This is an optimization exercise on Yosys and OpenROAD, whose aim is small area, not a production implementation. Only simulation tests tie the RTL to the original design; equivalence was not proved. The clock port is modelled as an ideal driver, which makes a skipped or thinned clock tree look cheaper than it is; a real chip needs a root buffer or a tree. Power and IR drop assume default switching activity.

==> flow/design.v (excerpt) <==
module pit #(
    parameter integer C_S_AXI_ADDR_WIDTH = 4
)
(
    input wire                              s_axi_aclk,
    input wire                              s_axi_aresetn,
    input wire                              s_axi_awvalid,
    output wire                             s_axi_awready,
    input wire [C_S_AXI_ADDR_WIDTH-1:0]     s_axi_awaddr,
    input wire [2:0]                        s_axi_awprot,
    input wire                              s_axi_wvalid,
    output wire                             s_axi_wready,
    input wire [31:0]                       s_axi_wdata,
    input wire [3:0]                        s_axi_wstrb,
    output wire                             s_axi_bvalid,
    input wire                              s_axi_bready,
    output wire [1:0]                       s_axi_bresp,
    input wire                              s_axi_arvalid,
    output wire                             s_axi_arready,
    input wire [C_S_AXI_ADDR_WIDTH-1:0]     s_axi_araddr,
    input wire [2:0]                        s_axi_arprot,
    output wire [31:0]                      s_axi_rdata,
    output wire [1:0]                       s_axi_rresp,
    output wire                             s_axi_rvalid,
    input wire                              s_axi_rready,
    output wire                             irq
);
Size in the first run: ~350 cells after synthesis, ~140 flip-flops, roughly 99 I/O pins, ~4900 µm² of cells after synthesis.
==> flow/config.mk <==
export PLATFORM = sky130hd
export DESIGN_NAME = pit
export DESIGN_NICKNAME = pit
export VERILOG_FILES = /design/flow/design.v
export SDC_FILE = /design/flow/constraint.sdc
export NUM_CORES = 4
export LEC_CHECK = 0
export CAP_MARGIN = 20
export CORE_MARGIN = 2
export CORE_UTILIZATION = 40
export SLEW_MARGIN = 20
==> flow/constraint.sdc <==
create_clock -name core_clock -period 10.0 [get_ports {s_axi_aclk}]
set_input_delay 2.0000 -clock core_clock [delete_from_list [all_inputs] [get_ports {s_axi_aclk}]]
set_output_delay 2.0000 -clock core_clock [all_outputs]
set_load 0.01 [all_outputs]
standard.sh (not shown) runs the stock make flow with config.mk's settings and CLKGATE_MAP_FILE= SYNTH_SCRIPT=/design/flow/synth_recipe.tcl, a recipe that flattens the netlist after the stock synthesis.
==> flow/flow/run.sh <==
#!/bin/bash
# Layout flow: the standard flow (standard.sh) with three changes.
# - Synthesis is the standard synthesis script, except that ABC maps the
#   combinational logic with the area-oriented script flow/abc_area.script
#   and half adders are not extracted (ADDER_MAP_FILE empty). Registers are
#   mapped exactly as in the standard synthesis (ABC does not touch them).
# - Ports are buffered with the smallest buffer, sky130_fd_sc_hd__buf_1.
# - The clock tree: TritonCTS runs, then flow/post_cts.tcl replaces its tree
#   with one level of four clkbuf_16, one per k-means cluster of flip-flops.
set -euo pipefail
HERE=$(pwd)
cat > my_synth.tcl <<EOT
proc abc {args} {
  set i [lsearch \$args -script]
  if {\$i >= 0} { lset args [expr {\$i + 1}] $HERE/flow/abc_area.script }
  yosys abc {*}\$args
}
source $HERE/synth_recipe.tcl
EOT
bash standard.sh SYNTH_SCRIPT=$HERE/my_synth.tcl ADDER_MAP_FILE= synth > synth.log 2>&1
export BUFFER_PORTS_ARGS="-buffer_cell sky130_fd_sc_hd__buf_1"
export CTS_ARGS="-sink_clustering_enable -repair_clock_nets -dont_use_dummy_load -buf_list {sky130_fd_sc_hd__clkbuf_4}"
export POST_CTS_TCL=$HERE/flow/post_cts.tcl
bash standard.sh > standard.log 2>&1
==> flow/flow/abc_area.script <==
&get -n
&st
&dch -f
&nf -a -R 20
&put
Other scripts of this flow, unchanged in this note and not shown: flow/flow/post_cts.tcl
==> next run, changes <==
==> flow/flow/abc_area.script (replaced) <==
strash
dch -f -p
amap
Critical path depth goes up by 54.
Die area goes down slightly.
Clock skew stays flat.
==> next run, changes <==
==> flow/flow/abc_area.script (replaced) <==
&get -n
&st
&dch -f
&nf -a
&put
--- a/flow/config.mk
+++ b/flow/config.mk
@@ -10 +10,2 @@
-export CORE_UTILIZATION = 40
+export CORE_UTILIZATION = 65
+export PLACE_DENSITY = 0.75
- worst setup slack improved by 3300 ps
- maximum frequency is higher by 66%
- routed wire length came out lower by 7.0%
- area after synthesis climbs by 1.1%
- die area decreases by 37%
- worst hold slack gets better by 11 ps
- cell count shrinks by 12%
- design area shrinks by 0.84%
==> next run, changes <==
--- a/flow/config.mk
+++ b/flow/config.mk
@@ -10,2 +10 @@
-export CORE_UTILIZATION = 65
-export PLACE_DENSITY = 0.75
+export CORE_UTILIZATION = 40
=> Final area goes up slightly. Die area went up by well over a third. Hold slack barely changes. Synthesized cell count does not change. Utilization went down by 29 points. Via count came out lower by a few percent. Setup slack improves by 66 ps. Global-route usage went down by 9.4 points. Total power came out lower slightly. Cell count rises by a little under a tenth.
No run of this note takes its clock network from TritonCTS; it comes from the design's own scripts or RTL.

* * *

Another version of the RTL of pit (not shown whole).
For scale: roughly 360 cells after synthesis, about 99 I/O pins, about 4800 um^2 of cells after synthesis.
Settings: LEC_CHECK=0, CAP_MARGIN=20, CORE_MARGIN=2, CORE_UTILIZATION=40, SLEW_MARGIN=20; clock period 10.0 ns.
==> flow/flow/abc_area.script <==
strash
dch -f
amap
Scripts as last shown in full above: flow/flow/run.sh
Other scripts of this flow, unchanged in this note and not shown: flow/flow/post_cts.tcl
Edit:
==> flow/flow/abc_area.script (replaced) <==
strash
dch -f -p
amap
What happened: The new run went through all stages and came out clean; sequential cell count is unchanged; die area goes down by 0.42%; wire length is lower by about 0.4%; first-iteration DRC count goes down by about 6.5%; final cell count rose by 1.5%; setup slack loses 2700 ps; via count is about the same; critical path depth increases by 45; total power is about the same; hold slack is worse by 6.2 ps; global-route usage went down by 0.28 points.
No run of this note takes its clock network from TritonCTS; it comes from the design's own scripts or RTL.

* * *

Another version of the RTL of pit (not shown whole).
For scale: roughly 140 flip-flops, ~99 I/O pins, about 5200 um2 of cells after synthesis.
clock: 10.0 ns
lec_check: 0
cap_margin: 0
core_margin: 2
core_utilization: 40
slew_margin: 0
==> flow/flow/run.sh <==
#!/bin/bash
set -o pipefail
export BUFFER_PORTS_ARGS="-buffer_cell sky130_fd_sc_hd__buf_1"
export CTS_ARGS="-sink_clustering_enable -repair_clock_nets -dont_use_dummy_load -buf_list {sky130_fd_sc_hd__clkbuf_4}"
bash standard.sh > standard.log 2>&1
Then changed:
CAP_MARGIN = 20   (was 0)
SLEW_MARGIN = 20   (was 0)
Result: Via count is unchanged. Clock-buffer cell count is unchanged. Hold slack stays the same. Routed wire length stays the same. Register-to-register slack is about the same. Cell area stays the same. Utilization stays the same. First-iteration DRC count stays the same. Sequential cell count does not change. Power stays the same. Global-route usage stays the same.

==> re-timing with driven ports <==
In the flow no input, the clock included, has a driving cell. The finished layouts below were timed again as built, in two steps.
Step 1 assumes that a clkbuf_16 drives the clock port and a buf_2 every other input.
Step 2, shift: input delay + t, output delay - t, t = (earliest + latest rising clock arrival at the registers) / 2. This alone moves slack from input paths to output paths.
Slacks: ideal ports / drivers / drivers and shift; pairs: ideal ports / drivers.
run | t (ns) | setup slack, ns | worst setup path at the end | clock arrival spread, ns | worst slew at a driven data input, ns
the first run of note 1 | 0.258 | 5.077 / 5.140 / 4.882 | input to register | 0.014 / 0.015 | 0.07
the second run of note 1 | 0.260 | 1.737 / 1.799 / 1.540 | input to register | 0.017 / 0.017 | 0.05
the third run of note 1 | 0.254 | 5.026 / 5.085 / 4.832 | input to register | 0.013 / 0.013 | 0.04
the fourth run of note 1 | 0.256 | 5.092 / 5.156 / 4.900 | input to register | 0.013 / 0.013 | 0.05
the first run of note 2 | 0.253 | 4.746 / 4.802 / 4.550 | input to register | 0.019 / 0.019 | 0.04
the second run of note 2 | 0.259 | 2.054 / 2.119 / 1.861 | input to register | 0.016 / 0.015 | 0.05
the first run of note 3 | 0.540 | 6.329 / 6.328 / 5.787 | input to register | 0.035 / 0.035 | 0.04
the second run of note 3 | 0.540 | 6.329 / 6.328 / 5.787 | input to register | 0.035 / 0.035 | 0.04
After both steps setup and hold are still met in every run listed.
